Context: an optimization exercise on an open-source flow, tuned for small area, a short achievable clock period and few clock cycles per item. The choices shown serve that exercise and are no tape-out recipe. Function was checked by simulation only, so behaviour that the tests miss may differ from the original.

--- flow/config.mk ---
export PLATFORM = sky130hd
export DESIGN_NAME = RC6encryption
export DESIGN_NICKNAME = RC6encryption
export VERILOG_FILES = /design/flow/design.v
export SDC_FILE = /design/flow/constraint.sdc
export NUM_CORES = 4
export LEC_CHECK = 0
export CAP_MARGIN = 30
export CORE_MARGIN = 2
export CORE_UTILIZATION = 55
export CTS_CLUSTER_DIAMETER = 60
export CTS_CLUSTER_SIZE = 25
export SLEW_MARGIN = 30
export SYNTH_HIERARCHICAL = 1
--- flow/constraint.sdc ---
create_clock -name core_clock -period 20.0 [get_ports {inClk}]
set_input_delay 4.0000 -clock core_clock [delete_from_list [all_inputs] [get_ports {inClk}]]
set_output_delay 4.0000 -clock core_clock [all_outputs]
set_load 0.01 [all_outputs]
--- flow/design.v ---
module RC6dynamicRotFun(
    input   wire    [4:0]   inRotValue,
    input   wire    [31:0]  inData,
    output  wire    [31:0]  outData
    );
wire [31:0] r0 = inRotValue[0] ? {inData[30:0], inData[31]} : inData;
wire [31:0] r1 = inRotValue[1] ? {r0[29:0], r0[31:30]} : r0;
wire [31:0] r2 = inRotValue[2] ? {r1[27:0], r1[31:28]} : r1;
wire [31:0] r3 = inRotValue[3] ? {r2[23:0], r2[31:24]} : r2;
assign outData = inRotValue[4] ? {r3[15:0], r3[31:16]} : r3;
endmodule
module RC6keyExpansion #(parameter W = 32) (
    input   wire    [W-1:0]  inA,
    input   wire    [W-1:0]  inB,
    output  wire    [W-1:0]  outSum0,
    output  wire    [W-1:0]  outSum1
    );
wire [W-1:0] p = inA ^ inB;
wire [W-1:0] g0 = inA & inB;
wire [W-1:0] p0 = p;
wire [W-1:0] g1, p1, g2, p2, g3, p3, g4, p4, g5, p5;
genvar i;
generate
    for (i = 0; i < W; i = i + 1) begin : g_ks
        if (i >= 1) begin : g_l1
            assign g1[i] = g0[i] | (p0[i] & g0[i-1]);
            assign p1[i] = p0[i] & p0[i-1];
        end else begin : g_l1n
            assign g1[i] = g0[i];
            assign p1[i] = p0[i];
        end
        if (i >= 2) begin : g_l2
            assign g2[i] = g1[i] | (p1[i] & g1[i-2]);
            assign p2[i] = p1[i] & p1[i-2];
        end else begin : g_l2n
            assign g2[i] = g1[i];
            assign p2[i] = p1[i];
        end
        if (i >= 4) begin : g_l3
            assign g3[i] = g2[i] | (p2[i] & g2[i-4]);
            assign p3[i] = p2[i] & p2[i-4];
        end else begin : g_l3n
            assign g3[i] = g2[i];
            assign p3[i] = p2[i];
        end
        if (i >= 8) begin : g_l4
            assign g4[i] = g3[i] | (p3[i] & g3[i-8]);
            assign p4[i] = p3[i] & p3[i-8];
        end else begin : g_l4n
            assign g4[i] = g3[i];
            assign p4[i] = p3[i];
        end
        if (i >= 16) begin : g_l5
            assign g5[i] = g4[i] | (p4[i] & g4[i-16]);
            assign p5[i] = p4[i] & p4[i-16];
        end else begin : g_l5n
            assign g5[i] = g4[i];
            assign p5[i] = p4[i];
        end
    end
endgenerate
assign outSum0 = p ^ {g5[W-2:0], 1'b0};
assign outSum1 = p ^ {g5[W-2:0] | p5[W-2:0], 1'b1};
endmodule
module RC6keyReg #(parameter W = 29) (
    input   wire    [W-1:0]  inA,
    input   wire    [W-1:0]  inB,
    output  wire             outCarry
    );
wire [W-1:0] g0 = inA & inB;
wire [W-1:0] p0 = inA ^ inB;
wire [W-1:0] g1, p1, g2, p2, g3, p3, g4, p4, g5;
genvar i;
generate
    for (i = 0; i < W; i = i + 1) begin : g_ks
        if (i >= 1) begin : g_l1
            assign g1[i] = g0[i] | (p0[i] & g0[i-1]);
            assign p1[i] = p0[i] & p0[i-1];
        end else begin : g_l1n
            assign g1[i] = g0[i];
            assign p1[i] = p0[i];
        end
        if (i >= 2) begin : g_l2
            assign g2[i] = g1[i] | (p1[i] & g1[i-2]);
            assign p2[i] = p1[i] & p1[i-2];
        end else begin : g_l2n
            assign g2[i] = g1[i];
            assign p2[i] = p1[i];
        end
        if (i >= 4) begin : g_l3
            assign g3[i] = g2[i] | (p2[i] & g2[i-4]);
            assign p3[i] = p2[i] & p2[i-4];
        end else begin : g_l3n
            assign g3[i] = g2[i];
            assign p3[i] = p2[i];
        end
        if (i >= 8) begin : g_l4
            assign g4[i] = g3[i] | (p3[i] & g3[i-8]);
            assign p4[i] = p3[i] & p3[i-8];
        end else begin : g_l4n
            assign g4[i] = g3[i];
            assign p4[i] = p3[i];
        end
        if (i >= 16) begin : g_l5
            assign g5[i] = g4[i] | (p4[i] & g4[i-16]);
        end else begin : g_l5n
            assign g5[i] = g4[i];
        end
    end
endgenerate
assign outCarry = g5[W-1];
endmodule
module RC6control #(parameter W = 1) (
    input   wire            inSel,
    input   wire    [W-1:0] inData0,
    input   wire    [W-1:0] inData1,
    output  wire    [W-1:0] outData
    );
assign outData = inSel ? inData1 : inData0;
endmodule
module RC6round(
    input  wire [31:0] inData,
    output wire [31:0] outData
    );
wire w1 = (inData[11] & inData[12]) ^ (inData[0] & inData[24]);
wire w2 = (inData[11] & inData[12]) & (inData[0] & inData[24]);
wire w3 = (inData[13] & ~inData[12]) ^ (inData[0] & inData[25]) ^ (inData[1] & inData[24]);
wire w4 = ((inData[13] & ~inData[12]) & (inData[0] & inData[25])) | ((inData[13] & ~inData[12]) & (inData[1] & inData[24])) | ((inData[0] & inData[25]) & (inData[1] & inData[24]));
wire w5 = (inData[12] & inData[13]) ^ (inData[0] & inData[26]) ^ (inData[1] & inData[25]);
wire w6 = ((inData[12] & inData[13]) & (inData[0] & inData[26])) | ((inData[12] & inData[13]) & (inData[1] & inData[25])) | ((inData[0] & inData[26]) & (inData[1] & inData[25]));
wire w7 = (inData[2] & inData[24]) ^ (inData[3] & inData[23]);
wire w8 = (inData[2] & inData[24]) & (inData[3] & inData[23]);
wire w9 = (inData[14] & ~inData[13]) ^ (inData[0] & inData[27]) ^ (inData[1] & inData[26]);
wire w10 = ((inData[14] & ~inData[13]) & (inData[0] & inData[27])) | ((inData[14] & ~inData[13]) & (inData[1] & inData[26])) | ((inData[0] & inData[27]) & (inData[1] & inData[26]));
wire w11 = (inData[2] & inData[25]) ^ (inData[3] & inData[24]) ^ (inData[4] & inData[23]);
wire w12 = ((inData[2] & inData[25]) & (inData[3] & inData[24])) | ((inData[2] & inData[25]) & (inData[4] & inData[23])) | ((inData[3] & inData[24]) & (inData[4] & inData[23]));
wire w13 = (inData[13] & inData[14]) ^ (inData[0] & inData[28]) ^ (inData[1] & inData[27]);
wire w14 = ((inData[13] & inData[14]) & (inData[0] & inData[28])) | ((inData[13] & inData[14]) & (inData[1] & inData[27])) | ((inData[0] & inData[28]) & (inData[1] & inData[27]));
wire w15 = (inData[2] & inData[26]) ^ (inData[3] & inData[25]) ^ (inData[4] & inData[24]);
wire w16 = ((inData[2] & inData[26]) & (inData[3] & inData[25])) | ((inData[2] & inData[26]) & (inData[4] & inData[24])) | ((inData[3] & inData[25]) & (inData[4] & inData[24]));
wire w17 = (inData[5] & inData[23]) ^ (inData[6] & inData[22]);
wire w18 = (inData[5] & inData[23]) & (inData[6] & inData[22]);
wire w19 = (inData[15] & ~inData[14]) ^ (inData[0] & inData[29]) ^ (inData[1] & inData[28]);
wire w21 = (inData[2] & inData[27]) ^ (inData[3] & inData[26]) ^ (inData[4] & inData[25]);
wire w23 = (inData[5] & inData[24]) ^ (inData[6] & inData[23]) ^ (inData[7] & inData[22]);
wire w25 = (inData[7] & inData[8]) ^ (inData[0] & inData[16]);
wire w26 = (inData[7] & inData[8]) & (inData[0] & inData[16]);
wire w27 = (inData[9] & ~inData[8]) ^ (inData[0] & inData[17]) ^ (inData[1] & inData[16]);
wire w28 = ((inData[9] & ~inData[8]) & (inData[0] & inData[17])) | ((inData[9] & ~inData[8]) & (inData[1] & inData[16])) | ((inData[0] & inData[17]) & (inData[1] & inData[16]));
wire w29 = (inData[8] & inData[9]) ^ (inData[0] & inData[18]) ^ (inData[1] & inData[17]);
wire w30 = ((inData[8] & inData[9]) & (inData[0] & inData[18])) | ((inData[8] & inData[9]) & (inData[1] & inData[17])) | ((inData[0] & inData[18]) & (inData[1] & inData[17]));
wire w31 = (inData[2] & inData[16]) ^ (inData[3] & inData[15]);
wire w32 = (inData[2] & inData[16]) & (inData[3] & inData[15]);
wire w33 = (inData[10] & ~inData[9]) ^ (inData[0] & inData[19]) ^ (inData[1] & inData[18]);
wire w34 = ((inData[10] & ~inData[9]) & (inData[0] & inData[19])) | ((inData[10] & ~inData[9]) & (inData[1] & inData[18])) | ((inData[0] & inData[19]) & (inData[1] & inData[18]));
wire w35 = (inData[2] & inData[17]) ^ (inData[3] & inData[16]) ^ (inData[4] & inData[15]);
wire w36 = ((inData[2] & inData[17]) & (inData[3] & inData[16])) | ((inData[2] & inData[17]) & (inData[4] & inData[15])) | ((inData[3] & inData[16]) & (inData[4] & inData[15]));
wire w37 = (inData[9] & inData[10]) ^ (inData[0] & inData[20]) ^ (inData[1] & inData[19]);
wire w38 = ((inData[9] & inData[10]) & (inData[0] & inData[20])) | ((inData[9] & inData[10]) & (inData[1] & inData[19])) | ((inData[0] & inData[20]) & (inData[1] & inData[19]));
wire w39 = (inData[2] & inData[18]) ^ (inData[3] & inData[17]) ^ (inData[4] & inData[16]);
wire w40 = ((inData[2] & inData[18]) & (inData[3] & inData[17])) | ((inData[2] & inData[18]) & (inData[4] & inData[16])) | ((inData[3] & inData[17]) & (inData[4] & inData[16]));
wire w41 = (inData[5] & inData[15]) ^ (inData[6] & inData[14]);
wire w42 = (inData[5] & inData[15]) & (inData[6] & inData[14]);
wire w43 = (inData[11] & ~inData[10]) ^ (inData[0] & inData[21]) ^ (inData[1] & inData[20]);
wire w44 = ((inData[11] & ~inData[10]) & (inData[0] & inData[21])) | ((inData[11] & ~inData[10]) & (inData[1] & inData[20])) | ((inData[0] & inData[21]) & (inData[1] & inData[20]));
wire w45 = (inData[2] & inData[19]) ^ (inData[3] & inData[18]) ^ (inData[4] & inData[17]);
wire w46 = ((inData[2] & inData[19]) & (inData[3] & inData[18])) | ((inData[2] & inData[19]) & (inData[4] & inData[17])) | ((inData[3] & inData[18]) & (inData[4] & inData[17]));
wire w47 = (inData[5] & inData[16]) ^ (inData[6] & inData[15]) ^ (inData[7] & inData[14]);
wire w48 = ((inData[5] & inData[16]) & (inData[6] & inData[15])) | ((inData[5] & inData[16]) & (inData[7] & inData[14])) | ((inData[6] & inData[15]) & (inData[7] & inData[14]));
wire w49 = (inData[10] & inData[11]) ^ (inData[0] & inData[22]) ^ (inData[1] & inData[21]);
wire w50 = ((inData[10] & inData[11]) & (inData[0] & inData[22])) | ((inData[10] & inData[11]) & (inData[1] & inData[21])) | ((inData[0] & inData[22]) & (inData[1] & inData[21]));
wire w51 = (inData[2] & inData[20]) ^ (inData[3] & inData[19]) ^ (inData[4] & inData[18]);
wire w52 = ((inData[2] & inData[20]) & (inData[3] & inData[19])) | ((inData[2] & inData[20]) & (inData[4] & inData[18])) | ((inData[3] & inData[19]) & (inData[4] & inData[18]));
wire w53 = (inData[5] & inData[17]) ^ (inData[6] & inData[16]) ^ (inData[7] & inData[15]);
wire w54 = ((inData[5] & inData[17]) & (inData[6] & inData[16])) | ((inData[5] & inData[17]) & (inData[7] & inData[15])) | ((inData[6] & inData[16]) & (inData[7] & inData[15]));
wire w55 = (inData[8] & inData[14]) ^ (inData[9] & inData[13]);
wire w56 = (inData[8] & inData[14]) & (inData[9] & inData[13]);
wire w57 = (inData[12] & ~inData[11]) ^ (inData[0] & inData[23]) ^ (inData[1] & inData[22]);
wire w58 = ((inData[12] & ~inData[11]) & (inData[0] & inData[23])) | ((inData[12] & ~inData[11]) & (inData[1] & inData[22])) | ((inData[0] & inData[23]) & (inData[1] & inData[22]));
wire w59 = (inData[2] & inData[21]) ^ (inData[3] & inData[20]) ^ (inData[4] & inData[19]);
wire w60 = ((inData[2] & inData[21]) & (inData[3] & inData[20])) | ((inData[2] & inData[21]) & (inData[4] & inData[19])) | ((inData[3] & inData[20]) & (inData[4] & inData[19]));
wire w61 = (inData[5] & inData[18]) ^ (inData[6] & inData[17]) ^ (inData[7] & inData[16]);
wire w62 = ((inData[5] & inData[18]) & (inData[6] & inData[17])) | ((inData[5] & inData[18]) & (inData[7] & inData[16])) | ((inData[6] & inData[17]) & (inData[7] & inData[16]));
wire w63 = (inData[8] & inData[15]) ^ (inData[9] & inData[14]) ^ (inData[10] & inData[13]);
wire w64 = ((inData[8] & inData[15]) & (inData[9] & inData[14])) | ((inData[8] & inData[15]) & (inData[10] & inData[13])) | ((inData[9] & inData[14]) & (inData[10] & inData[13]));
wire w65 = (inData[1] & inData[23]) ^ (inData[2] & inData[22]) ^ (inData[3] & inData[21]);
wire w66 = ((inData[1] & inData[23]) & (inData[2] & inData[22])) | ((inData[1] & inData[23]) & (inData[3] & inData[21])) | ((inData[2] & inData[22]) & (inData[3] & inData[21]));
wire w67 = (inData[4] & inData[20]) ^ (inData[5] & inData[19]) ^ (inData[6] & inData[18]);
wire w68 = ((inData[4] & inData[20]) & (inData[5] & inData[19])) | ((inData[4] & inData[20]) & (inData[6] & inData[18])) | ((inData[5] & inData[19]) & (inData[6] & inData[18]));
wire w69 = (inData[7] & inData[17]) ^ (inData[8] & inData[16]) ^ (inData[9] & inData[15]);
wire w70 = ((inData[7] & inData[17]) & (inData[8] & inData[16])) | ((inData[7] & inData[17]) & (inData[9] & inData[15])) | ((inData[8] & inData[16]) & (inData[9] & inData[15]));
wire w71 = (inData[10] & inData[14]) ^ (inData[11] & inData[13]) ^ inData[26];
wire w72 = ((inData[10] & inData[14]) & (inData[11] & inData[13])) | ((inData[10] & inData[14]) & inData[26]) | ((inData[11] & inData[13]) & inData[26]);
wire w73 = (inData[2] & inData[23]) ^ (inData[3] & inData[22]) ^ (inData[4] & inData[21]);
wire w74 = ((inData[2] & inData[23]) & (inData[3] & inData[22])) | ((inData[2] & inData[23]) & (inData[4] & inData[21])) | ((inData[3] & inData[22]) & (inData[4] & inData[21]));
wire w75 = (inData[5] & inData[20]) ^ (inData[6] & inData[19]) ^ (inData[7] & inData[18]);
wire w76 = ((inData[5] & inData[20]) & (inData[6] & inData[19])) | ((inData[5] & inData[20]) & (inData[7] & inData[18])) | ((inData[6] & inData[19]) & (inData[7] & inData[18]));
wire w77 = (inData[8] & inData[17]) ^ (inData[9] & inData[16]) ^ (inData[10] & inData[15]);
wire w78 = ((inData[8] & inData[17]) & (inData[9] & inData[16])) | ((inData[8] & inData[17]) & (inData[10] & inData[15])) | ((inData[9] & inData[16]) & (inData[10] & inData[15]));
wire w79 = (inData[11] & inData[14]) ^ inData[27] ^ w3;
wire w80 = ((inData[11] & inData[14]) & inData[27]) | ((inData[11] & inData[14]) & w3) | (inData[27] & w3);
wire w81 = (inData[4] & inData[22]) ^ (inData[5] & inData[21]) ^ (inData[6] & inData[20]);
wire w82 = ((inData[4] & inData[22]) & (inData[5] & inData[21])) | ((inData[4] & inData[22]) & (inData[6] & inData[20])) | ((inData[5] & inData[21]) & (inData[6] & inData[20]));
wire w83 = (inData[7] & inData[19]) ^ (inData[8] & inData[18]) ^ (inData[9] & inData[17]);
wire w84 = ((inData[7] & inData[19]) & (inData[8] & inData[18])) | ((inData[7] & inData[19]) & (inData[9] & inData[17])) | ((inData[8] & inData[18]) & (inData[9] & inData[17]));
wire w85 = (inData[10] & inData[16]) ^ (inData[11] & inData[15]) ^ (inData[12] & inData[14]);
wire w86 = ((inData[10] & inData[16]) & (inData[11] & inData[15])) | ((inData[10] & inData[16]) & (inData[12] & inData[14])) | ((inData[11] & inData[15]) & (inData[12] & inData[14]));
wire w87 = inData[28] ^ w5 ^ w7;
wire w88 = (inData[28] & w5) | (inData[28] & w7) | (w5 & w7);
wire w89 = (inData[5] & inData[22]) ^ (inData[6] & inData[21]) ^ (inData[7] & inData[20]);
wire w90 = ((inData[5] & inData[22]) & (inData[6] & inData[21])) | ((inData[5] & inData[22]) & (inData[7] & inData[20])) | ((inData[6] & inData[21]) & (inData[7] & inData[20]));
wire w91 = (inData[8] & inData[19]) ^ (inData[9] & inData[18]) ^ (inData[10] & inData[17]);
wire w92 = ((inData[8] & inData[19]) & (inData[9] & inData[18])) | ((inData[8] & inData[19]) & (inData[10] & inData[17])) | ((inData[9] & inData[18]) & (inData[10] & inData[17]));
wire w93 = (inData[11] & inData[16]) ^ (inData[12] & inData[15]) ^ inData[29];
wire w94 = ((inData[11] & inData[16]) & (inData[12] & inData[15])) | ((inData[11] & inData[16]) & inData[29]) | ((inData[12] & inData[15]) & inData[29]);
wire w95 = w9 ^ w11 ^ w6;
wire w96 = (w9 & w11) | (w9 & w6) | (w11 & w6);
wire w97 = (inData[7] & inData[21]) ^ (inData[8] & inData[20]) ^ (inData[9] & inData[19]);
wire w98 = ((inData[7] & inData[21]) & (inData[8] & inData[20])) | ((inData[7] & inData[21]) & (inData[9] & inData[19])) | ((inData[8] & inData[20]) & (inData[9] & inData[19]));
wire w99 = (inData[10] & inData[18]) ^ (inData[11] & inData[17]) ^ (inData[12] & inData[16]);
wire w100 = ((inData[10] & inData[18]) & (inData[11] & inData[17])) | ((inData[10] & inData[18]) & (inData[12] & inData[16])) | ((inData[11] & inData[17]) & (inData[12] & inData[16]));
wire w101 = (inData[13] & inData[15]) ^ inData[30] ^ w13;
wire w102 = ((inData[13] & inData[15]) & inData[30]) | ((inData[13] & inData[15]) & w13) | (inData[30] & w13);
wire w103 = w15 ^ w17 ^ w10;
wire w104 = (w15 & w17) | (w15 & w10) | (w17 & w10);
wire w105 = (inData[8] & inData[21]) ^ (inData[9] & inData[20]) ^ (inData[10] & inData[19]);
wire w107 = (inData[11] & inData[18]) ^ (inData[12] & inData[17]) ^ (inData[13] & inData[16]);
wire w109 = inData[31] ^ w19 ^ w21;
wire w111 = w23 ^ w14 ^ w16;
wire w113 = (inData[4] & inData[5]) ^ (inData[0] & inData[10]);
wire w114 = (inData[4] & inData[5]) & (inData[0] & inData[10]);
wire w115 = (inData[6] & ~inData[5]) ^ (inData[0] & inData[11]) ^ (inData[1] & inData[10]);
wire w116 = ((inData[6] & ~inData[5]) & (inData[0] & inData[11])) | ((inData[6] & ~inData[5]) & (inData[1] & inData[10])) | ((inData[0] & inData[11]) & (inData[1] & inData[10]));
wire w117 = (inData[5] & inData[6]) ^ (inData[0] & inData[12]) ^ (inData[1] & inData[11]);
wire w118 = ((inData[5] & inData[6]) & (inData[0] & inData[12])) | ((inData[5] & inData[6]) & (inData[1] & inData[11])) | ((inData[0] & inData[12]) & (inData[1] & inData[11]));
wire w119 = (inData[2] & inData[10]) ^ (inData[3] & inData[9]);
wire w120 = (inData[2] & inData[10]) & (inData[3] & inData[9]);
wire w121 = (inData[7] & ~inData[6]) ^ (inData[0] & inData[13]) ^ (inData[1] & inData[12]);
wire w122 = ((inData[7] & ~inData[6]) & (inData[0] & inData[13])) | ((inData[7] & ~inData[6]) & (inData[1] & inData[12])) | ((inData[0] & inData[13]) & (inData[1] & inData[12]));
wire w123 = (inData[2] & inData[11]) ^ (inData[3] & inData[10]) ^ (inData[4] & inData[9]);
wire w124 = ((inData[2] & inData[11]) & (inData[3] & inData[10])) | ((inData[2] & inData[11]) & (inData[4] & inData[9])) | ((inData[3] & inData[10]) & (inData[4] & inData[9]));
wire w125 = (inData[6] & inData[7]) ^ (inData[0] & inData[14]) ^ (inData[1] & inData[13]);
wire w126 = ((inData[6] & inData[7]) & (inData[0] & inData[14])) | ((inData[6] & inData[7]) & (inData[1] & inData[13])) | ((inData[0] & inData[14]) & (inData[1] & inData[13]));
wire w127 = (inData[2] & inData[12]) ^ (inData[3] & inData[11]) ^ (inData[4] & inData[10]);
wire w128 = ((inData[2] & inData[12]) & (inData[3] & inData[11])) | ((inData[2] & inData[12]) & (inData[4] & inData[10])) | ((inData[3] & inData[11]) & (inData[4] & inData[10]));
wire w129 = (inData[5] & inData[9]) ^ (inData[6] & inData[8]);
wire w130 = (inData[5] & inData[9]) & (inData[6] & inData[8]);
wire w131 = (inData[8] & ~inData[7]) ^ (inData[0] & inData[15]) ^ (inData[1] & inData[14]);
wire w132 = ((inData[8] & ~inData[7]) & (inData[0] & inData[15])) | ((inData[8] & ~inData[7]) & (inData[1] & inData[14])) | ((inData[0] & inData[15]) & (inData[1] & inData[14]));
wire w133 = (inData[2] & inData[13]) ^ (inData[3] & inData[12]) ^ (inData[4] & inData[11]);
wire w134 = ((inData[2] & inData[13]) & (inData[3] & inData[12])) | ((inData[2] & inData[13]) & (inData[4] & inData[11])) | ((inData[3] & inData[12]) & (inData[4] & inData[11]));
wire w135 = (inData[5] & inData[10]) ^ (inData[6] & inData[9]) ^ inData[17];
wire w136 = ((inData[5] & inData[10]) & (inData[6] & inData[9])) | ((inData[5] & inData[10]) & inData[17]) | ((inData[6] & inData[9]) & inData[17]);
wire w137 = (inData[1] & inData[15]) ^ (inData[2] & inData[14]) ^ (inData[3] & inData[13]);
wire w138 = ((inData[1] & inData[15]) & (inData[2] & inData[14])) | ((inData[1] & inData[15]) & (inData[3] & inData[13])) | ((inData[2] & inData[14]) & (inData[3] & inData[13]));
wire w139 = (inData[4] & inData[12]) ^ (inData[5] & inData[11]) ^ (inData[6] & inData[10]);
wire w140 = ((inData[4] & inData[12]) & (inData[5] & inData[11])) | ((inData[4] & inData[12]) & (inData[6] & inData[10])) | ((inData[5] & inData[11]) & (inData[6] & inData[10]));
wire w141 = (inData[7] & inData[9]) ^ inData[18] ^ w25;
wire w142 = ((inData[7] & inData[9]) & inData[18]) | ((inData[7] & inData[9]) & w25) | (inData[18] & w25);
wire w143 = (inData[2] & inData[15]) ^ (inData[3] & inData[14]) ^ (inData[4] & inData[13]);
wire w144 = ((inData[2] & inData[15]) & (inData[3] & inData[14])) | ((inData[2] & inData[15]) & (inData[4] & inData[13])) | ((inData[3] & inData[14]) & (inData[4] & inData[13]));
wire w145 = (inData[5] & inData[12]) ^ (inData[6] & inData[11]) ^ (inData[7] & inData[10]);
wire w146 = ((inData[5] & inData[12]) & (inData[6] & inData[11])) | ((inData[5] & inData[12]) & (inData[7] & inData[10])) | ((inData[6] & inData[11]) & (inData[7] & inData[10]));
wire w147 = inData[19] ^ w27 ^ w26;
wire w148 = (inData[19] & w27) | (inData[19] & w26) | (w27 & w26);
wire w149 = (inData[4] & inData[14]) ^ (inData[5] & inData[13]) ^ (inData[6] & inData[12]);
wire w150 = ((inData[4] & inData[14]) & (inData[5] & inData[13])) | ((inData[4] & inData[14]) & (inData[6] & inData[12])) | ((inData[5] & inData[13]) & (inData[6] & inData[12]));
wire w151 = (inData[7] & inData[11]) ^ (inData[8] & inData[10]) ^ inData[20];
wire w152 = ((inData[7] & inData[11]) & (inData[8] & inData[10])) | ((inData[7] & inData[11]) & inData[20]) | ((inData[8] & inData[10]) & inData[20]);
wire w153 = w29 ^ w31 ^ w28;
wire w154 = (w29 & w31) | (w29 & w28) | (w31 & w28);
wire w155 = (inData[5] & inData[14]) ^ (inData[6] & inData[13]) ^ (inData[7] & inData[12]);
wire w156 = ((inData[5] & inData[14]) & (inData[6] & inData[13])) | ((inData[5] & inData[14]) & (inData[7] & inData[12])) | ((inData[6] & inData[13]) & (inData[7] & inData[12]));
wire w157 = (inData[8] & inData[11]) ^ inData[21] ^ w33;
wire w158 = ((inData[8] & inData[11]) & inData[21]) | ((inData[8] & inData[11]) & w33) | (inData[21] & w33);
wire w159 = w35 ^ w30 ^ w32;
wire w160 = (w35 & w30) | (w35 & w32) | (w30 & w32);
wire w161 = (inData[7] & inData[13]) ^ (inData[8] & inData[12]) ^ (inData[9] & inData[11]);
wire w162 = ((inData[7] & inData[13]) & (inData[8] & inData[12])) | ((inData[7] & inData[13]) & (inData[9] & inData[11])) | ((inData[8] & inData[12]) & (inData[9] & inData[11]));
wire w163 = inData[22] ^ w37 ^ w39;
wire w164 = (inData[22] & w37) | (inData[22] & w39) | (w37 & w39);
wire w165 = w41 ^ w34 ^ w36;
wire w166 = (w41 & w34) | (w41 & w36) | (w34 & w36);
wire w167 = (inData[8] & inData[13]) ^ (inData[9] & inData[12]) ^ inData[23];
wire w168 = ((inData[8] & inData[13]) & (inData[9] & inData[12])) | ((inData[8] & inData[13]) & inData[23]) | ((inData[9] & inData[12]) & inData[23]);
wire w169 = w43 ^ w45 ^ w47;
wire w170 = (w43 & w45) | (w43 & w47) | (w45 & w47);
wire w171 = w38 ^ w40 ^ w42;
wire w172 = (w38 & w40) | (w38 & w42) | (w40 & w42);
wire w173 = (inData[10] & inData[12]) ^ inData[24] ^ w49;
wire w174 = ((inData[10] & inData[12]) & inData[24]) | ((inData[10] & inData[12]) & w49) | (inData[24] & w49);
wire w175 = w51 ^ w53 ^ w55;
wire w176 = (w51 & w53) | (w51 & w55) | (w53 & w55);
wire w177 = w44 ^ w46 ^ w48;
wire w178 = (w44 & w46) | (w44 & w48) | (w46 & w48);
wire w179 = inData[25] ^ w57 ^ w59;
wire w180 = (inData[25] & w57) | (inData[25] & w59) | (w57 & w59);
wire w181 = w61 ^ w63 ^ w50;
wire w182 = (w61 & w63) | (w61 & w50) | (w63 & w50);
wire w183 = w52 ^ w54 ^ w56;
wire w184 = (w52 & w54) | (w52 & w56) | (w54 & w56);
wire w185 = w1 ^ w65 ^ w67;
wire w186 = (w1 & w65) | (w1 & w67) | (w65 & w67);
wire w187 = w69 ^ w71 ^ w58;
wire w188 = (w69 & w71) | (w69 & w58) | (w71 & w58);
wire w189 = w60 ^ w62 ^ w64;
wire w190 = (w60 & w62) | (w60 & w64) | (w62 & w64);
wire w191 = w2 ^ w73 ^ w75;
wire w192 = (w2 & w73) | (w2 & w75) | (w73 & w75);
wire w193 = w77 ^ w79 ^ w66;
wire w194 = (w77 & w79) | (w77 & w66) | (w79 & w66);
wire w195 = w68 ^ w70 ^ w72;
wire w196 = (w68 & w70) | (w68 & w72) | (w70 & w72);
wire w197 = w4 ^ w81 ^ w83;
wire w198 = (w4 & w81) | (w4 & w83) | (w81 & w83);
wire w199 = w85 ^ w87 ^ w74;
wire w200 = (w85 & w87) | (w85 & w74) | (w87 & w74);
wire w201 = w76 ^ w78 ^ w80;
wire w202 = (w76 & w78) | (w76 & w80) | (w78 & w80);
wire w203 = w8 ^ w89 ^ w91;
wire w204 = (w8 & w89) | (w8 & w91) | (w89 & w91);
wire w205 = w93 ^ w95 ^ w82;
wire w206 = (w93 & w95) | (w93 & w82) | (w95 & w82);
wire w207 = w84 ^ w86 ^ w88;
wire w208 = (w84 & w86) | (w84 & w88) | (w86 & w88);
wire w209 = w12 ^ w97 ^ w99;
wire w210 = (w12 & w97) | (w12 & w99) | (w97 & w99);
wire w211 = w101 ^ w103 ^ w90;
wire w212 = (w101 & w103) | (w101 & w90) | (w103 & w90);
wire w213 = w92 ^ w94 ^ w96;
wire w214 = (w92 & w94) | (w92 & w96) | (w94 & w96);
wire w215 = w18 ^ w105 ^ w107;
wire w217 = w109 ^ w111 ^ w98;
wire w219 = w100 ^ w102 ^ w104;
wire w221 = (inData[2] & inData[3]) ^ (inData[0] & inData[6]);
wire w222 = (inData[2] & inData[3]) & (inData[0] & inData[6]);
wire w223 = (inData[4] & ~inData[3]) ^ (inData[0] & inData[7]) ^ (inData[1] & inData[6]);
wire w224 = ((inData[4] & ~inData[3]) & (inData[0] & inData[7])) | ((inData[4] & ~inData[3]) & (inData[1] & inData[6])) | ((inData[0] & inData[7]) & (inData[1] & inData[6]));
wire w225 = (inData[3] & inData[4]) ^ (inData[0] & inData[8]) ^ (inData[1] & inData[7]);
wire w226 = ((inData[3] & inData[4]) & (inData[0] & inData[8])) | ((inData[3] & inData[4]) & (inData[1] & inData[7])) | ((inData[0] & inData[8]) & (inData[1] & inData[7]));
wire w227 = (inData[2] & inData[6]) ^ (inData[3] & inData[5]);
wire w228 = (inData[2] & inData[6]) & (inData[3] & inData[5]);
wire w229 = (inData[5] & ~inData[4]) ^ (inData[0] & inData[9]) ^ (inData[1] & inData[8]);
wire w230 = ((inData[5] & ~inData[4]) & (inData[0] & inData[9])) | ((inData[5] & ~inData[4]) & (inData[1] & inData[8])) | ((inData[0] & inData[9]) & (inData[1] & inData[8]));
wire w231 = (inData[2] & inData[7]) ^ (inData[3] & inData[6]) ^ inData[11];
wire w232 = ((inData[2] & inData[7]) & (inData[3] & inData[6])) | ((inData[2] & inData[7]) & inData[11]) | ((inData[3] & inData[6]) & inData[11]);
wire w233 = (inData[1] & inData[9]) ^ (inData[2] & inData[8]) ^ (inData[3] & inData[7]);
wire w234 = ((inData[1] & inData[9]) & (inData[2] & inData[8])) | ((inData[1] & inData[9]) & (inData[3] & inData[7])) | ((inData[2] & inData[8]) & (inData[3] & inData[7]));
wire w235 = (inData[4] & inData[6]) ^ inData[12] ^ w113;
wire w236 = ((inData[4] & inData[6]) & inData[12]) | ((inData[4] & inData[6]) & w113) | (inData[12] & w113);
wire w237 = (inData[2] & inData[9]) ^ (inData[3] & inData[8]) ^ (inData[4] & inData[7]);
wire w238 = ((inData[2] & inData[9]) & (inData[3] & inData[8])) | ((inData[2] & inData[9]) & (inData[4] & inData[7])) | ((inData[3] & inData[8]) & (inData[4] & inData[7]));
wire w239 = inData[13] ^ w115 ^ w114;
wire w240 = (inData[13] & w115) | (inData[13] & w114) | (w115 & w114);
wire w241 = (inData[4] & inData[8]) ^ (inData[5] & inData[7]) ^ inData[14];
wire w242 = ((inData[4] & inData[8]) & (inData[5] & inData[7])) | ((inData[4] & inData[8]) & inData[14]) | ((inData[5] & inData[7]) & inData[14]);
wire w243 = w117 ^ w119 ^ w116;
wire w244 = (w117 & w119) | (w117 & w116) | (w119 & w116);
wire w245 = (inData[5] & inData[8]) ^ inData[15] ^ w121;
wire w246 = ((inData[5] & inData[8]) & inData[15]) | ((inData[5] & inData[8]) & w121) | (inData[15] & w121);
wire w247 = w123 ^ w118 ^ w120;
wire w248 = (w123 & w118) | (w123 & w120) | (w118 & w120);
wire w249 = inData[16] ^ w125 ^ w127;
wire w250 = (inData[16] & w125) | (inData[16] & w127) | (w125 & w127);
wire w251 = w129 ^ w122 ^ w124;
wire w252 = (w129 & w122) | (w129 & w124) | (w122 & w124);
wire w253 = w131 ^ w133 ^ w135;
wire w254 = (w131 & w133) | (w131 & w135) | (w133 & w135);
wire w255 = w126 ^ w128 ^ w130;
wire w256 = (w126 & w128) | (w126 & w130) | (w128 & w130);
wire w257 = w137 ^ w139 ^ w141;
wire w258 = (w137 & w139) | (w137 & w141) | (w139 & w141);
wire w259 = w132 ^ w134 ^ w136;
wire w260 = (w132 & w134) | (w132 & w136) | (w134 & w136);
wire w261 = w143 ^ w145 ^ w147;
wire w262 = (w143 & w145) | (w143 & w147) | (w145 & w147);
wire w263 = w138 ^ w140 ^ w142;
wire w264 = (w138 & w140) | (w138 & w142) | (w140 & w142);
wire w265 = w149 ^ w151 ^ w153;
wire w266 = (w149 & w151) | (w149 & w153) | (w151 & w153);
wire w267 = w144 ^ w146 ^ w148;
wire w268 = (w144 & w146) | (w144 & w148) | (w146 & w148);
wire w269 = w155 ^ w157 ^ w159;
wire w270 = (w155 & w157) | (w155 & w159) | (w157 & w159);
wire w271 = w150 ^ w152 ^ w154;
wire w272 = (w150 & w152) | (w150 & w154) | (w152 & w154);
wire w273 = w161 ^ w163 ^ w165;
wire w274 = (w161 & w163) | (w161 & w165) | (w163 & w165);
wire w275 = w156 ^ w158 ^ w160;
wire w276 = (w156 & w158) | (w156 & w160) | (w158 & w160);
wire w277 = w167 ^ w169 ^ w171;
wire w278 = (w167 & w169) | (w167 & w171) | (w169 & w171);
wire w279 = w162 ^ w164 ^ w166;
wire w280 = (w162 & w164) | (w162 & w166) | (w164 & w166);
wire w281 = w173 ^ w175 ^ w177;
wire w282 = (w173 & w175) | (w173 & w177) | (w175 & w177);
wire w283 = w168 ^ w170 ^ w172;
wire w284 = (w168 & w170) | (w168 & w172) | (w170 & w172);
wire w285 = w179 ^ w181 ^ w183;
wire w286 = (w179 & w181) | (w179 & w183) | (w181 & w183);
wire w287 = w174 ^ w176 ^ w178;
wire w288 = (w174 & w176) | (w174 & w178) | (w176 & w178);
wire w289 = w185 ^ w187 ^ w189;
wire w290 = (w185 & w187) | (w185 & w189) | (w187 & w189);
wire w291 = w180 ^ w182 ^ w184;
wire w292 = (w180 & w182) | (w180 & w184) | (w182 & w184);
wire w293 = w191 ^ w193 ^ w195;
wire w294 = (w191 & w193) | (w191 & w195) | (w193 & w195);
wire w295 = w186 ^ w188 ^ w190;
wire w296 = (w186 & w188) | (w186 & w190) | (w188 & w190);
wire w297 = w197 ^ w199 ^ w201;
wire w298 = (w197 & w199) | (w197 & w201) | (w199 & w201);
wire w299 = w192 ^ w194 ^ w196;
wire w300 = (w192 & w194) | (w192 & w196) | (w194 & w196);
wire w301 = w203 ^ w205 ^ w207;
wire w302 = (w203 & w205) | (w203 & w207) | (w205 & w207);
wire w303 = w198 ^ w200 ^ w202;
wire w304 = (w198 & w200) | (w198 & w202) | (w200 & w202);
wire w305 = w209 ^ w211 ^ w213;
wire w306 = (w209 & w211) | (w209 & w213) | (w211 & w213);
wire w307 = w204 ^ w206 ^ w208;
wire w308 = (w204 & w206) | (w204 & w208) | (w206 & w208);
wire w309 = w215 ^ w217 ^ w219;
wire w311 = w210 ^ w212 ^ w214;
wire w313 = (inData[1] & inData[2]) ^ (inData[0] & inData[4]);
wire w314 = (inData[1] & inData[2]) & (inData[0] & inData[4]);
wire w315 = (inData[3] & ~inData[2]) ^ (inData[0] & inData[5]) ^ (inData[1] & inData[4]);
wire w316 = ((inData[3] & ~inData[2]) & (inData[0] & inData[5])) | ((inData[3] & ~inData[2]) & (inData[1] & inData[4])) | ((inData[0] & inData[5]) & (inData[1] & inData[4]));
wire w317 = (inData[1] & inData[5]) ^ (inData[2] & inData[4]) ^ inData[8];
wire w318 = ((inData[1] & inData[5]) & (inData[2] & inData[4])) | ((inData[1] & inData[5]) & inData[8]) | ((inData[2] & inData[4]) & inData[8]);
wire w319 = (inData[2] & inData[5]) ^ inData[9] ^ w223;
wire w320 = ((inData[2] & inData[5]) & inData[9]) | ((inData[2] & inData[5]) & w223) | (inData[9] & w223);
wire w321 = inData[10] ^ w225 ^ w227;
wire w322 = (inData[10] & w225) | (inData[10] & w227) | (w225 & w227);
wire w323 = w229 ^ w231 ^ w226;
wire w324 = (w229 & w231) | (w229 & w226) | (w231 & w226);
wire w325 = w233 ^ w235 ^ w230;
wire w326 = (w233 & w235) | (w233 & w230) | (w235 & w230);
wire w327 = w237 ^ w239 ^ w234;
wire w328 = (w237 & w239) | (w237 & w234) | (w239 & w234);
wire w329 = w241 ^ w243 ^ w238;
wire w330 = (w241 & w243) | (w241 & w238) | (w243 & w238);
wire w331 = w245 ^ w247 ^ w242;
wire w332 = (w245 & w247) | (w245 & w242) | (w247 & w242);
wire w333 = w249 ^ w251 ^ w246;
wire w334 = (w249 & w251) | (w249 & w246) | (w251 & w246);
wire w335 = w253 ^ w255 ^ w250;
wire w336 = (w253 & w255) | (w253 & w250) | (w255 & w250);
wire w337 = w257 ^ w259 ^ w254;
wire w338 = (w257 & w259) | (w257 & w254) | (w259 & w254);
wire w339 = w261 ^ w263 ^ w258;
wire w340 = (w261 & w263) | (w261 & w258) | (w263 & w258);
wire w341 = w265 ^ w267 ^ w262;
wire w342 = (w265 & w267) | (w265 & w262) | (w267 & w262);
wire w343 = w269 ^ w271 ^ w266;
wire w344 = (w269 & w271) | (w269 & w266) | (w271 & w266);
wire w345 = w273 ^ w275 ^ w270;
wire w346 = (w273 & w275) | (w273 & w270) | (w275 & w270);
wire w347 = w277 ^ w279 ^ w274;
wire w348 = (w277 & w279) | (w277 & w274) | (w279 & w274);
wire w349 = w281 ^ w283 ^ w278;
wire w350 = (w281 & w283) | (w281 & w278) | (w283 & w278);
wire w351 = w285 ^ w287 ^ w282;
wire w352 = (w285 & w287) | (w285 & w282) | (w287 & w282);
wire w353 = w289 ^ w291 ^ w286;
wire w354 = (w289 & w291) | (w289 & w286) | (w291 & w286);
wire w355 = w293 ^ w295 ^ w290;
wire w356 = (w293 & w295) | (w293 & w290) | (w295 & w290);
wire w357 = w297 ^ w299 ^ w294;
wire w358 = (w297 & w299) | (w297 & w294) | (w299 & w294);
wire w359 = w301 ^ w303 ^ w298;
wire w360 = (w301 & w303) | (w301 & w298) | (w303 & w298);
wire w361 = w305 ^ w307 ^ w302;
wire w362 = (w305 & w307) | (w305 & w302) | (w307 & w302);
wire w363 = w309 ^ w311 ^ w306;
wire w365 = (inData[0] & inData[1]) ^ (inData[0] & inData[2]);
wire w366 = (inData[0] & inData[1]) & (inData[0] & inData[2]);
wire w367 = (inData[2] & ~inData[1]) ^ (inData[0] & inData[3]) ^ inData[5];
wire w368 = ((inData[2] & ~inData[1]) & (inData[0] & inData[3])) | ((inData[2] & ~inData[1]) & inData[5]) | ((inData[0] & inData[3]) & inData[5]);
wire w369 = (inData[1] & inData[3]) ^ inData[6] ^ w313;
wire w370 = ((inData[1] & inData[3]) & inData[6]) | ((inData[1] & inData[3]) & w313) | (inData[6] & w313);
wire w371 = inData[7] ^ w315 ^ w314;
wire w372 = (inData[7] & w315) | (inData[7] & w314) | (w315 & w314);
wire w373 = w221 ^ w317 ^ w316;
wire w374 = (w221 & w317) | (w221 & w316) | (w317 & w316);
wire w375 = w222 ^ w319 ^ w318;
wire w376 = (w222 & w319) | (w222 & w318) | (w319 & w318);
wire w377 = w224 ^ w321 ^ w320;
wire w378 = (w224 & w321) | (w224 & w320) | (w321 & w320);
wire w379 = w228 ^ w323 ^ w322;
wire w380 = (w228 & w323) | (w228 & w322) | (w323 & w322);
wire w381 = w232 ^ w325 ^ w324;
wire w382 = (w232 & w325) | (w232 & w324) | (w325 & w324);
wire w383 = w236 ^ w327 ^ w326;
wire w384 = (w236 & w327) | (w236 & w326) | (w327 & w326);
wire w385 = w240 ^ w329 ^ w328;
wire w386 = (w240 & w329) | (w240 & w328) | (w329 & w328);
wire w387 = w244 ^ w331 ^ w330;
wire w388 = (w244 & w331) | (w244 & w330) | (w331 & w330);
wire w389 = w248 ^ w333 ^ w332;
wire w390 = (w248 & w333) | (w248 & w332) | (w333 & w332);
wire w391 = w252 ^ w335 ^ w334;
wire w392 = (w252 & w335) | (w252 & w334) | (w335 & w334);
wire w393 = w256 ^ w337 ^ w336;
wire w394 = (w256 & w337) | (w256 & w336) | (w337 & w336);
wire w395 = w260 ^ w339 ^ w338;
wire w396 = (w260 & w339) | (w260 & w338) | (w339 & w338);
wire w397 = w264 ^ w341 ^ w340;
wire w398 = (w264 & w341) | (w264 & w340) | (w341 & w340);
wire w399 = w268 ^ w343 ^ w342;
wire w400 = (w268 & w343) | (w268 & w342) | (w343 & w342);
wire w401 = w272 ^ w345 ^ w344;
wire w402 = (w272 & w345) | (w272 & w344) | (w345 & w344);
wire w403 = w276 ^ w347 ^ w346;
wire w404 = (w276 & w347) | (w276 & w346) | (w347 & w346);
wire w405 = w280 ^ w349 ^ w348;
wire w406 = (w280 & w349) | (w280 & w348) | (w349 & w348);
wire w407 = w284 ^ w351 ^ w350;
wire w408 = (w284 & w351) | (w284 & w350) | (w351 & w350);
wire w409 = w288 ^ w353 ^ w352;
wire w410 = (w288 & w353) | (w288 & w352) | (w353 & w352);
wire w411 = w292 ^ w355 ^ w354;
wire w412 = (w292 & w355) | (w292 & w354) | (w355 & w354);
wire w413 = w296 ^ w357 ^ w356;
wire w414 = (w296 & w357) | (w296 & w356) | (w357 & w356);
wire w415 = w300 ^ w359 ^ w358;
wire w416 = (w300 & w359) | (w300 & w358) | (w359 & w358);
wire w417 = w304 ^ w361 ^ w360;
wire w418 = (w304 & w361) | (w304 & w360) | (w361 & w360);
wire w419 = w308 ^ w363 ^ w362;
wire [31:0] ra = {w419 , w417 , w415 , w413 , w411 , w409 , w407 , w405 , w403 , w401 , w399 , w397 , w395 , w393 , w391 , w389 , w387 , w385 , w383 , w381 , w379 , w377 , w375 , w373 , w371 , w369 , w367 , inData[4] , (inData[1] & ~inData[0]) , inData[2] , inData[0] , inData[0]};
wire [31:0] rb = {w418 , w416 , w414 , w412 , w410 , w408 , w406 , w404 , w402 , w400 , w398 , w396 , w394 , w392 , w390 , w388 , w386 , w384 , w382 , w380 , w378 , w376 , w374 , w372 , w370 , w368 , w366 , w365 , inData[3] , 1'b0 , inData[1] , 1'b0};
wire [31:0] sum = ra + rb;
assign outData = {sum[26:0], sum[31:27]};
endmodule
module RC6encryption(
	input		wire			  	inClk,
	input		wire				inReset,
	input		wire				inKeyWr,
	input		wire				inDataWr,
	input 	wire 	[127:0] 	inData,
	input		wire	[255:0] 	inKey,
	output 	wire 	[127:0] 	outData,
	output	wire				outBusy
	);
localparam [31:0] P32 = 32'hB7E15163;
localparam [31:0] Q32 = 32'h9E3779B9;
function [31:0] bswap(input [31:0] x);
	bswap = {x[7:0], x[15:8], x[23:16], x[31:24]};
endfunction
function [31:0] rotl3(input [31:0] x);
	rotl3 = {x[28:0], x[31:29]};
endfunction
reg			busy;
reg	[7:0]	cnt;
reg			pass1n;		 
reg			stepY;		 
reg			pre;		 
reg			post;		 
reg			noTU;		 
reg			zS;			 
wire		last = (cnt == 8'd131);
wire	[7:0]	cntn = cnt + 8'd1;
wire		run = busy && !inReset && !last;	 
wire		start = !busy && inKeyWr && inDataWr && !inReset;
always @(posedge inClk) begin
	if (inReset)
		busy <= 1'b0;
	else if (!busy)
		busy <= inKeyWr & inDataWr;
	else if (last)
		busy <= 1'b0;
	cnt		<= run ? cntn : 8'd0;
	pass1n	<= run ? (cntn < 8'd43) : 1'b1;
	stepY	<= run && (((cntn >= 8'd90) && !cntn[0]) || (cntn == 8'd131));
	pre		<= run && (cntn == 8'd90);
	post	<= run && (cntn == 8'd131);
	noTU	<= run && ((cntn == 8'd90) || (cntn == 8'd131));
	zS		<= run && ((cntn == 8'd88) || (cntn == 8'd129));
end
assign outBusy = busy;
reg	[31:0]	d0, d1, d2, d3;	 
reg	[31:0]	sr [0:42];	 
reg	[31:0]	lr [0:7];	 
reg	[31:0]	pc;			 
reg	[31:0]	SA;			 
reg	[31:0]	Br;			 
wire	[31:0]	x = SA;
wire	[31:0]	y = Br;
wire	[31:0]	L = lr[0];
wire	[28:0]	lo = x[28:0] + y[28:0];
wire			c29;
RC6keyReg #(.W(29)) _c29(.inA(x[28:0]), .inB(y[28:0]), .outCarry(c29));
wire	[2:0]		hi0 = x[31:29] + y[31:29];
wire	[2:0]		hi1 = hi0 + 3'd1;
wire	[3:0]		w = {1'b0, L[2:0]} + {1'b0, y[2:0]};
wire	[3:0]		wl0 = {1'b0, w[2:0]} + {1'b0, hi0};
wire	[3:0]		wl1 = {1'b0, w[2:0]} + {1'b0, hi1};
wire	[3:0]		wl;
RC6control #(.W(4)) _mwl(.inSel(c29), .inData0(wl0), .inData1(wl1), .outData(wl));
wire	[28:0]	b1 = L[31:3], b2 = y[31:3], b3 = x[28:0], b4 = y[28:0];
wire	[28:0]	bh = b1 ^ b2 ^ b3;
wire	[28:0]	bk = {((b1[27:0] & b2[27:0]) | (b1[27:0] & b3[27:0]) | (b2[27:0] & b3[27:0])), w[3]};
wire	[28:0]	bu = bh ^ bk ^ b4;
wire	[28:0]	bv = {((bh[27:0] & bk[27:0]) | (bh[27:0] & b4[27:0]) | (bk[27:0] & b4[27:0])), 1'b0};
wire	[28:0]	bs0, bs1;
RC6keyExpansion #(.W(29)) _addB(.inA(bu), .inB(bv), .outSum0(bs0), .outSum1(bs1));
wire	[28:0]	bs;
RC6control #(.W(29)) _mbs(.inSel(wl[3]), .inData0(bs0), .inData1(bs1), .outData(bs));
wire	[31:0]	s2 = {bs, wl[2:0]};
wire	[4:0]		rk0 = {lo[1:0], hi0} + y[4:0];
wire	[4:0]		rk1 = {lo[1:0], hi1} + y[4:0];
wire	[4:0]		rk;
RC6control #(.W(5)) _mrk(.inSel(c29), .inData0(rk0), .inData1(rk1), .outData(rk));
wire	[31:0]	Bn;
RC6dynamicRotFun _rotB(.inRotValue(rk), .inData(s2), .outData(Bn));
wire	[31:0]	Snext = pass1n ? pc : (post ? d2 : sr[0]);
wire	[3:0]		ql0 = {1'b0, Snext[2:0]} + {1'b0, hi0};
wire	[3:0]		ql1 = {1'b0, Snext[2:0]} + {1'b0, hi1};
wire	[3:0]		ql;
RC6control #(.W(4)) _mql(.inSel(c29), .inData0(ql0), .inData1(ql1), .outData(ql));
wire	[28:0]	q1 = Snext[31:3], q2 = x[28:0], q3 = y[28:0];
wire	[28:0]	qh = q1 ^ q2 ^ q3;
wire	[28:0]	qk = {((q1[27:0] & q2[27:0]) | (q1[27:0] & q3[27:0]) | (q2[27:0] & q3[27:0])), 1'b0};
wire	[28:0]	qs0, qs1;
RC6keyExpansion #(.W(29)) _addA(.inA(qh), .inB(qk), .outSum0(qs0), .outSum1(qs1));
wire	[28:0]	qs;
RC6control #(.W(29)) _mqs(.inSel(ql[3]), .inData0(qs0), .inData1(qs1), .outData(qs));
wire	[31:0]	SAn = {qs, ql[2:0]};
wire	[31:0]	An = {lo[28:0], c29 ? hi1 : hi0};
integer n;
always @(posedge inClk) begin
	for (n = 0; n < 42; n = n + 1)
		sr[n] <= sr[n + 1];
	sr[42] <= An;
	for (n = 0; n < 7; n = n + 1)
		lr[n] <= busy ? lr[n + 1] : bswap(inKey[255 - 32 * n -: 32]);
	lr[7] <= busy ? Bn : bswap(inKey[31:0]);
	pc <= busy ? pc + Q32 : P32 + Q32;
	SA <= busy ? SAn : P32;
	Br <= busy ? Bn : 32'd0;
end
reg	[31:0]	d1s, d3s;			 
reg	[31:0]	T, U;
wire	[31:0]	ft, fu;
RC6round _fB(.inData(d1s), .outData(ft));
RC6round _fD(.inData(d3s), .outData(fu));
wire	[31:0]	K0 = noTU ? sr[42] : sr[41];
wire	[31:0]	K2 = pre ? sr[41] : sr[42];
wire	[31:0]	r0, r2;
RC6dynamicRotFun _rot0(.inRotValue(U[4:0]), .inData(d0 ^ T), .outData(r0));
RC6dynamicRotFun _rot2(.inRotValue(T[4:0]), .inData(d2 ^ U), .outData(r2));
wire	[31:0]	a0 = r0 + K0;
wire	[31:0]	a2 = r2 + K2;
always @(posedge inClk) begin
	T <= ft;
	U <= fu;
	d1s <= zS ? 32'd0 : a2;
	d3s <= zS ? 32'd0 : a0;
	if (start) begin
		d0 <= inData[31:0];
		d1 <= inData[127:96];
		d2 <= inData[95:64];
		d3 <= inData[63:32];
	end else if (stepY) begin
		d0 <= d1;
		d1 <= post ? SAn : a2;
		d2 <= d3;
		d3 <= a0;
	end
end
assign outData = {bswap(d3), bswap(d0), bswap(d1), bswap(d2)};
endmodule
--- flow/flow/run.sh ---
#!/bin/bash
# The standard ORFS layout (the standard.sh: unchanged synthesis and steps)
# with two knobs the settings list does not offer:
#  - the port buffers that every input and output gets are buf_2 cells.
set -euo pipefail
bash standard.sh SETUP_SLACK_MARGIN=14.6 "BUFFER_PORTS_ARGS=-buffer_cell sky130_fd_sc_hd__buf_2" finish > standard.log 2>&1
--- flow/standard.sh ---
#!/bin/bash
# synth_recipe.tcl (not shown) runs the flow's synth.tcl, then flattens the netlist and writes it again
# the make line also repeats each setting of config.mk as NAME=value (left out here)
make -C /OpenROAD-flow-scripts/flow DESIGN_CONFIG=/design/flow/config.mk WORK_HOME=/design/flow/orfs CLKGATE_MAP_FILE= SYNTH_SCRIPT=/design/flow/synth_recipe.tcl "${@:-finish}"
==> results.txt, run 1 <==
The setup slack of the worst register-to-register path came out at 14.65 ns. Counting I/O delays and the setup requirement, the final critical path takes 5.55 ns. Traced cell by cell, the critical path runs through buf_2. The synthesized netlist devotes 4.28% of its cell area to XOR and XNOR gates. Of the total synthesized cell area, the portion taken by full adders, half adders and majority gates is 15.4%. The end point of the worst hold path is sr[27][0]$_DFF_P_. The level count of the clock H-tree is 4. In the synthesized netlist the async set-or-reset flop fraction comes to 0%.

The critical path depth came out at 1. The clock drives 1,999 sinks. The flow ran to the end and the layout has no timing, DRC or antenna violations. Entering global routing, the biggest net connects 95 pins.

The pre-CTS setup slack is 13.23 ns. In this run the clock root is driven by a clkbuf_16. The kind of launch point of the worst setup path is a flop. The final cell area excluding filler cells is 95,800 sq um. The share of synthesized cell area in and, or, nand and nor gates is 8.40%.

The critical path class is flop to primary output. For this run, the slowest stage of the critical path takes 0.54 ns.

The multiplexer area fraction after synthesis came out at 12.3%. The tool flagged a number of max-cap violations equal to 0. The cell depth of the worst hold path came out at 0. In the final layout, the share of cells above drive strength 1 is 24.7%. Synthesis inferred 1,999 register bits. The vertical extent of the die is 395 microns. The number of vias per cell after detailed routing is 5.51. The worst-margin pin slew is 0.923 ns. On the critical path the largest part of the delay comes from flip-flops.

Summing all multi-input logic gate instances after layout gives 40,400 sq um. The worst hold path belongs to the class flop to flop. The number of global-route vias before repair is 53,600. The cell type with the highest aggregate area in the netlist is dfxtp_1. The net count of the finished layout is 8,754. The number of buffers between clock root and the deepest sink is 3. The buffering stage count on the worst path with inverters included came out at 1.

In this run the cell area measured after placement is 88,300 sq um. The residual DRC count came out at 0. For the final routed database, the setup TNS stands at 0 ns. The final-layout fill cell count is 12,000. The category of the worst setup path capture point is a primary output.

Sorting the synthesized cells by area gives the leading types as dfxtp_1 (44%), fa_1 (11%), mux2_2 (6.3%). Global routing used 29.1% of the available tracks across all layers. The number of failing hold endpoints at the final stage came to 0. After the first detailed-routing iteration, the DRC count stood at 4,237.

The TritonCTS buffer count is 134. The arrival time of data at the critical path endpoint came out at 1.55 ns. The synthesis-to-finish area growth came out at 13.8%.

Between clock sinks in the finished design, the worst skew comes to 0.0453 ns. The floorplan step defined a die boundary enclosing 156,000 sq um. The hold slack came out at 0.316 ns.

In this run, placement finished with an instance count of 9,314. The final standard cell count with taps included and fillers excluded came out at 9,729. The worst slew margin relative to its limit is 36.7%. The post-route worst setup slack came out at 14.45 ns. The total count of max-transition violations in the final report is 0.

The startpoint identified for the worst register-to-register timing path is lr[0][6]$_DFF_P_. The largest individual stage delay along the critical path comes from the cell edfxtp_1. The initial antenna violation count was 18. During synthesis, Yosys emitted a total of 9 warnings. The maximum net fanout on the critical path came out at 2.

Pin placement for this block handled 517 I/O pins. The first global-routing pass estimated 339 mm of wire. After technology mapping, the gate count stands at 7,025. The total standard cell area after synthesis came out at 84,200 sq um. Summed over its instances, the top area cell type makes up 44.5% of the synthesized netlist area. The worst path required time is 16.00 ns. In this run the most critical hold path is launched from sr[28][0]$_DFF_P_.

Summing the areas of all compound-gate instances in the mapped netlist gives 6.85% of the synthesized area. After floorplanning, the core was divided into 143 placement rows. After floorplanning, the core was sized to cover 152,000 sq um. The clock-pin slew of the registers on the worst-case setup and hold paths came out at 0.08 ns. The number of nets with antenna violations after detailed routing is 0.

Setup repair after global routing could not meet its margin everywhere. The per-cell routed wire length came out at 23.5 microns. The sequential share of the synthesized area is 49.1%. The via total after detailed routing is 53,600.

The worst register-to-register path ends at lr[7][24]$_DFF_P_. The distinct cell type count of the synthesized netlist came out at 104. The depth of the worst register-to-register path is 15. The final worst-path cycle share is 27.7%. The final cell utilization of the core is 63.1%. For this run the aggregate overflow at the end of global routing stands at 0. The maximum frequency from static timing analysis came out at 180 MHz.

The effective utilization at floorplan came out at 55.4%. For this run, the leading register cell type out of synthesis is dfxtp_1. The first-pass iteration count of the detailed router is 6.

In this run the mean area of a mapped cell was 12.0 sq um. The number of flops mapped to enable cells by yosys came out at 128. The count of final setup violators is 0.

The x dimension of the die came out at 395 microns. The worst-skew pair later-pin latency came out at 0.81 ns. In this run the tool buffered the top-level ports with 516 buffer cells. The detailed placer's ending HPWL came out at 172 mm. The final RePlAce weighted congestion is 0.948. The total detailed-routing wirelength is 228 mm. Across the whole layout, storage elements account for 41,500 sq um. The CTS tree is built.

After synthesis, the largest family of logic cells by area is adder cells.
-- flip-flops by register name, summed over array words and instances (netlist names), 8 cells and up --
register,count
SA,32
sr,1376
d1,32
d2,32
T,32
lr,256
Br,32
cnt,8
d3,32
d0,32
d1s,32
U,32
d3s,32
pc,32
-- per-module statistics from Yosys (local to each module, per instance), excerpt --
| module | cells inside | cell area (sq um) | flip-flops and latches | times used |
|---|---|---|---|---|
| RC6round | 874 | 7500 | 0 | 2 |
| RC6encryption | 4114 | 57100 | 1999 | 1 |
| RC6dynamicRotFun | 116 | 1950 | 0 | 3 |
-- cell usage in the layout (no fill, tap or decap), drive strengths merged, types with 55 or more instances in the layout --
master,count
a21o,108
a21oi,279
and2,259
buf,747
clkbuf,153
dfxtp,1871
edfxtp,128
fa,461
ha,296
inv,475
mux2,490
mux4,192
nand2,661
nand2b,57
nand3,55
nor2,248
o21ai,244
xnor2,216
xor2,195
-- final cells by class --
cell class	count	area share [%]
inverter	446	1.77
sequential	1999	43.3
clock inverter	71	1.24
timing repair buffer	755	5.29
clock buffer	148	3.64
tap	2030	2.65
antenna	7	0.0183
multi-input combinational	4273	42.1
-- logic make-up (layout without fill, tap and decap cells) --
kind of cell             Yosys count  in the layout
AO/OA/AOI/OAI                    883            883
multiplexers                     723            723
buffers and inverters            757           1420
adder cells (fa/ha/maj)          757            757
AND/OR/NAND/NOR                 1494           1495
XOR/XNOR                         411            411
other                              1             11
flip-flops                      1999           1999
-- layer usage --
layer	vias up	track usage (%)	share of wire, %	routed length [microns]
met3	411	5.99	7.4	16900
met1	26400	39.1	43	97100
li1	24700	-	-	-
met4	14	11.8	4.3	9820
met5	-	0	0.042	95
met2	2092	46.0	46	105000
-- worst max-delay path by stage --
| stage | startpoint | endpoint | slack (ns) |
|---|---|---|---|
| 5_1_grt | d2[10]$_DFFE_PP_ | outData[18] | 14.40 |
| 3_3_place_gp | inReset | d3[15]$_DFFE_PP_ | 13.24 |
| 6_report | d1[1]$_DFFE_PP_ | outData[57] | 14.45 |
| 2_1_floorplan | inReset | d0[0]$_DFFE_PP_ | 14.33 |
| 4_1_cts | busy$_SDFF_PP0_ | outBusy | 14.39 |
| 3_5_place_dp | inReset | d3[15]$_DFFE_PP_ | 13.23 |
-- synth_stat cells, types with 9 or more instances --
library cell  number
dfxtp_1         1871
nand2_1          659
mux2_2           469
fa_1             461
inv_1            444
ha_1             296
a21oi_1          262
and2_1           259
nor2_1           248
clkbuf_1         217
xnor2_1          216
o21ai_0          203
xor2_1           195
mux4_2           183
edfxtp_1         128
a21o_1           104
nand2b_1          56
nand3_1           55
mux2i_1           41
nor2b_1           41
nor3_1            41
buf_2             39
nand4_1           39
o21ai_1           37
o21bai_1          27
o211ai_1          26
o21a_1            26
a31oi_1           24
buf_6             24
a211oi_1          22
and3_1            21
mux2_4            20
buf_1             17
a21oi_2           13
o31ai_1           13
or3_1             13
buf_4             10
a31o_2             9
mux4_1             9
nor3b_1            9
-- repair_timing --
item                       4_1_cts  5_1_grt
resized for setup              139      179
buffers inserted               116       67
hold buffers                     0        0
setup endpoints to repair      320      278
gates cloned                     4        2
pin swaps                        5       22
Testbench counts, summed over its fixed seeds: cycles 42,560, items 320.
==> inputs of run 2 (changes only) <==
==> flow/flow/run.sh (replaced) <==
#!/bin/bash
# The standard ORFS layout (the standard.sh: unchanged synthesis and steps)
# with two knobs the settings list does not offer:
#  - the port buffers that every input and output gets are buf_1 cells.
set -euo pipefail
bash standard.sh SETUP_SLACK_MARGIN=14.45 "BUFFER_PORTS_ARGS=-buffer_cell sky130_fd_sc_hd__buf_1" finish > standard.log 2>&1
--- a/flow/config.mk
+++ b/flow/config.mk
@@ -12,2 +12,3 @@
 export CTS_CLUSTER_SIZE = 25
+export GPL_ROUTABILITY_DRIVEN = 0
 export SLEW_MARGIN = 30
==> run 2 against run 1 <==
Maximum frequency is 0.94% lower. Still clean on timing, DRC and antenna. Register-to-register slack worse by 0.06 ns. Utilization is 1.7 points lower. Critical path depth is 1 higher. Final area is 2.7% lower.
==> results.txt, run 2 <==
The worst path required time came out at 16.00 ns (about the same). The overall die area is 156,000 sq um (unchanged). The final-layout fill cell count is 12,400 (+3.8%). The per-cell routed wire length came out at 23.2 microns (-1.1%). The number of vias per cell after detailed routing came to 5.53 (+0.27%).

Setup repair after global routing could not meet its margin everywhere. The clock sink total is 1,999 (unchanged). The number of buffers between clock root and the deepest sink is 3 (unchanged). The most common library cell in the layout ignoring fill and taps is dfxtp_1. The number of rows created at floorplan was 143 (unchanged). The total detailed-routing wirelength is 223 mm (-2.5%). The worst slew margin relative to its limit was 39.2% (+2.5 points). The total standard cell area after synthesis came out at 84,200 sq um (unchanged). TritonCTS built the clock tree.

The total of flip-flops plus latches after synthesis is 1,999 (unchanged). The most used flip-flop cell after synthesis is dfxtp_1. The arrival time of data at the critical path endpoint came out at 1.60 ns (+0.05 ns). The critical path class is flop to primary output. CTS placed an instance of clkbuf_16 at the clock tree root. The combined area of the multi-input logic cells was 40,100 sq um (-0.61%). The net count of the finished layout came out at 8,633 (-1.4%). The core footprint came out at 152,000 sq um (unchanged). The first-pass iteration count of the detailed router came out at 5 (-1). The worst-skew pair later-pin latency came out at 0.79 ns (-0.02 ns). The effective utilization at floorplan came to 55.4% (unchanged). sr holds more flip-flops than any other register. The post-placement cell area came to 87,600 sq um (-0.73%). The distinct cell type count of the synthesized netlist is 104 (unchanged). The worst setup path is captured at a primary output. The clock-pin slew of the registers on the worst-case setup and hold paths came out at 0.09 ns (about the same).

The number of flip-flops under the largest register name was 1,376 (unchanged). The global-route usage over all layers is 28.0% (-1.1 points). The clock skew came out at 0.0594 ns (+0.0141 ns). Leaving out fill and tap cells, the most frequent cells in the layout are dfxtp_1 (1,820), nand2_1 (659), buf_1 (504). The level count of the clock H-tree came out at 3 (-1). The TritonCTS buffer count came out at 120 (-10%).

The sequential share of the synthesized area was 49.1% (unchanged). The number of port buffers is 516 (unchanged). The synthesis-to-finish area growth came out at 10.7%. The register area came out at 41,400 sq um (-0.14%). The kind of launch point of the worst setup path is a flop.

The run finished with no timing, DRC or antenna violations. The number of global-route vias before repair came to 51,900 (-3.1%). The maximum frequency from static timing analysis was 179 MHz (-0.94%). The count of final setup violators is 0 (unchanged).

The top-level port count came to 517 (unchanged). The total count of max-transition violations in the final report is 0 (unchanged). The most common cell in the synthesized netlist is dfxtp_1. The final critical delay including setup and external delays is 5.60 ns (+0.0524 ns).

The via total after detailed routing came out at 53,000 (-1.1%). The first-iteration detailed-routing DRC count came out at 4,226 (-0.26%). The final worst-path cycle share came out at 28.0% (+0.26 points). The initial antenna violation count is 6 (-12). The number of flops mapped to enable cells by yosys is 128 (unchanged). The number of max-cap violations is 0 (unchanged). The x dimension of the die is 395 microns (unchanged). The number of failing hold endpoints at the final stage is 0 (unchanged).

The number of warnings printed during yosys synthesis came out at 9 (unchanged). The number of hold buffers added after cts came out at 0 (unchanged). The maximum net fanout on the critical path is 2 (unchanged). The vertical extent of the die is 395 microns (unchanged). The kind of path behind the tightest hold check is flop to flop. The residual DRC count is 0 (unchanged). After synthesis, the most frequently instantiated cells are dfxtp_1 (1,871), nand2_1 (659), mux2_2 (469). The worst-margin pin slew is 0.906 ns (-0.0178 ns).
[run 2: logic make-up (layout without fill, tap and decap cells)]
| group | after synthesis | in the layout | share of synthesized area (%) |
|---|---|---|---|
| flip-flops | 1999 | 1999 | 49.1 |
| AND/OR/NAND/NOR | 1494 | 1496 | 8.40 |
| AO/OA/AOI/OAI | 883 | 883 | 6.85 |
| adder cells (fa/ha/maj) | 757 | 757 | 15.4 |
| buffers and inverters | 757 | 1283 | 3.75 |
| multiplexers | 723 | 723 | 12.3 |
| XOR/XNOR | 411 | 411 | 4.28 |
| other | 1 | 9 | 0.00445 |
[run 2: final cells by class]
type | instances | area share (%)
Clock buffer | 126 | 3.27
Clock inverter | 64 | 1.13
Tap cell | 2030 | 2.72
Multi-Input combinational cell | 4274 | 43.0
Sequential cell | 1999 | 44.4
Antenna cell | 5 | 0.0134
Inverter | 446 | 1.81
Timing Repair Buffer | 647 | 3.61
[run 2: final timing paths]
path	to	cells past startpoint	slack (ns)	from
max	outData[26]	2	14.40	d2[2]$_DFFE_PP_
min	sr[21][7]$_DFF_P_	0	0.29	sr[22][7]$_DFF_P_
max reg2reg	lr[7][24]$_DFF_P_	14	14.59	Br[17]$_SDFF_PN0_
min reg2reg	sr[21][7]$_DFF_P_	0	0.29	sr[22][7]$_DFF_P_
[run 2: timing repair]
| item | in CTS | in global routing |
|---|---|---|
| cloned | 2 | 5 |
| setup buffers | 60 | 15 |
| pin swaps | 2 | 6 |
| resized for setup | 65 | 128 |
| hold endpoints to repair | 0 | 0 |
| endpoints found under the setup margin | 289 | 110 |
[run 2: critical path: stages (launching register included)]
cell and delay [ns]:
edfxtp_1 0.49, buf_4 0.20, buf_6 0.13
[run 2: stage by stage]
| step | utilization (%) | cells | setup WS [ns] | hold WS [ns] |
|---|---|---|---|---|
| finish | 61.4 | 9591 | 14.40 | 0.293 |
| global placement | 57.7 | 9314 | 12.64 | 0.309 |
| global route | 61.4 | 9586 | 14.36 | 0.292 |
| detailed placement | 57.7 | 9314 | 12.57 | 0.312 |
| CTS | 60.9 | 9566 | 14.39 | 0.284 |
| floorplan | - | 7028 | 14.33 | 0.310 |
[run 2: per-module statistics from Yosys, one instance, submodules excluded, a selection]
| module | copies in the design | flip-flops and latches |
|---|---|---|
| RC6dynamicRotFun | 3 | 0 |
| RC6encryption | 1 | 1999 |
| RC6round | 2 | 0 |
[run 2: metal layers]
| layer | global-route usage (%) | wire (microns) | up-vias | share of wire [%] |
|---|---|---|---|---|
| met5 | 0 | 0 | - | 0 |
| met4 | 10.5 | 9600 | 0 | 4.3 |
| met3 | 5.32 | 17300 | 353 | 7.8 |
| met2 | 44.2 | 100000 | 2143 | 45 |
| met1 | 38.4 | 95400 | 26100 | 43 |
| li1 | - | - | 24400 | - |

## separate check: timing with driven ports
The results above use ideal ports. As a check the final layouts listed here were re-extracted and re-timed, cells and wires unchanged.
Step 1 (the two cells are an assumption about what drives the block):
set clk [get_ports {inClk}]
set_driving_cell -lib_cell sky130_fd_sc_hd__clkbuf_16 $clk
set_driving_cell -lib_cell sky130_fd_sc_hd__buf_2 [delete_from_list [all_inputs] $clk]
Step 2 adds t to the input delays and takes it off the output delays; t is the mean of the earliest and latest rising clock arrival at the registers after step 1. Input paths then give back, and output paths get back, about the clock's delay inside the block.
Slacks: no drivers / after step 1 / after step 2; pairs: no drivers / after step 1.
run	t, ns	slack for setup (ns)	hold slack, ns	worst setup path at the end
run 1	0.875	14.454 / 14.367 / 13.890	0.316 / 0.316 / 0.316	input to register
run 2	0.851	14.401 / 14.316 / 13.882	0.293 / 0.293 / 0.293	input to register
After both steps setup and hold are still met in every run listed. The setup slack of run 1, which loses most, moves by -0.087 ns with the drivers and by -0.564 ns with both steps.
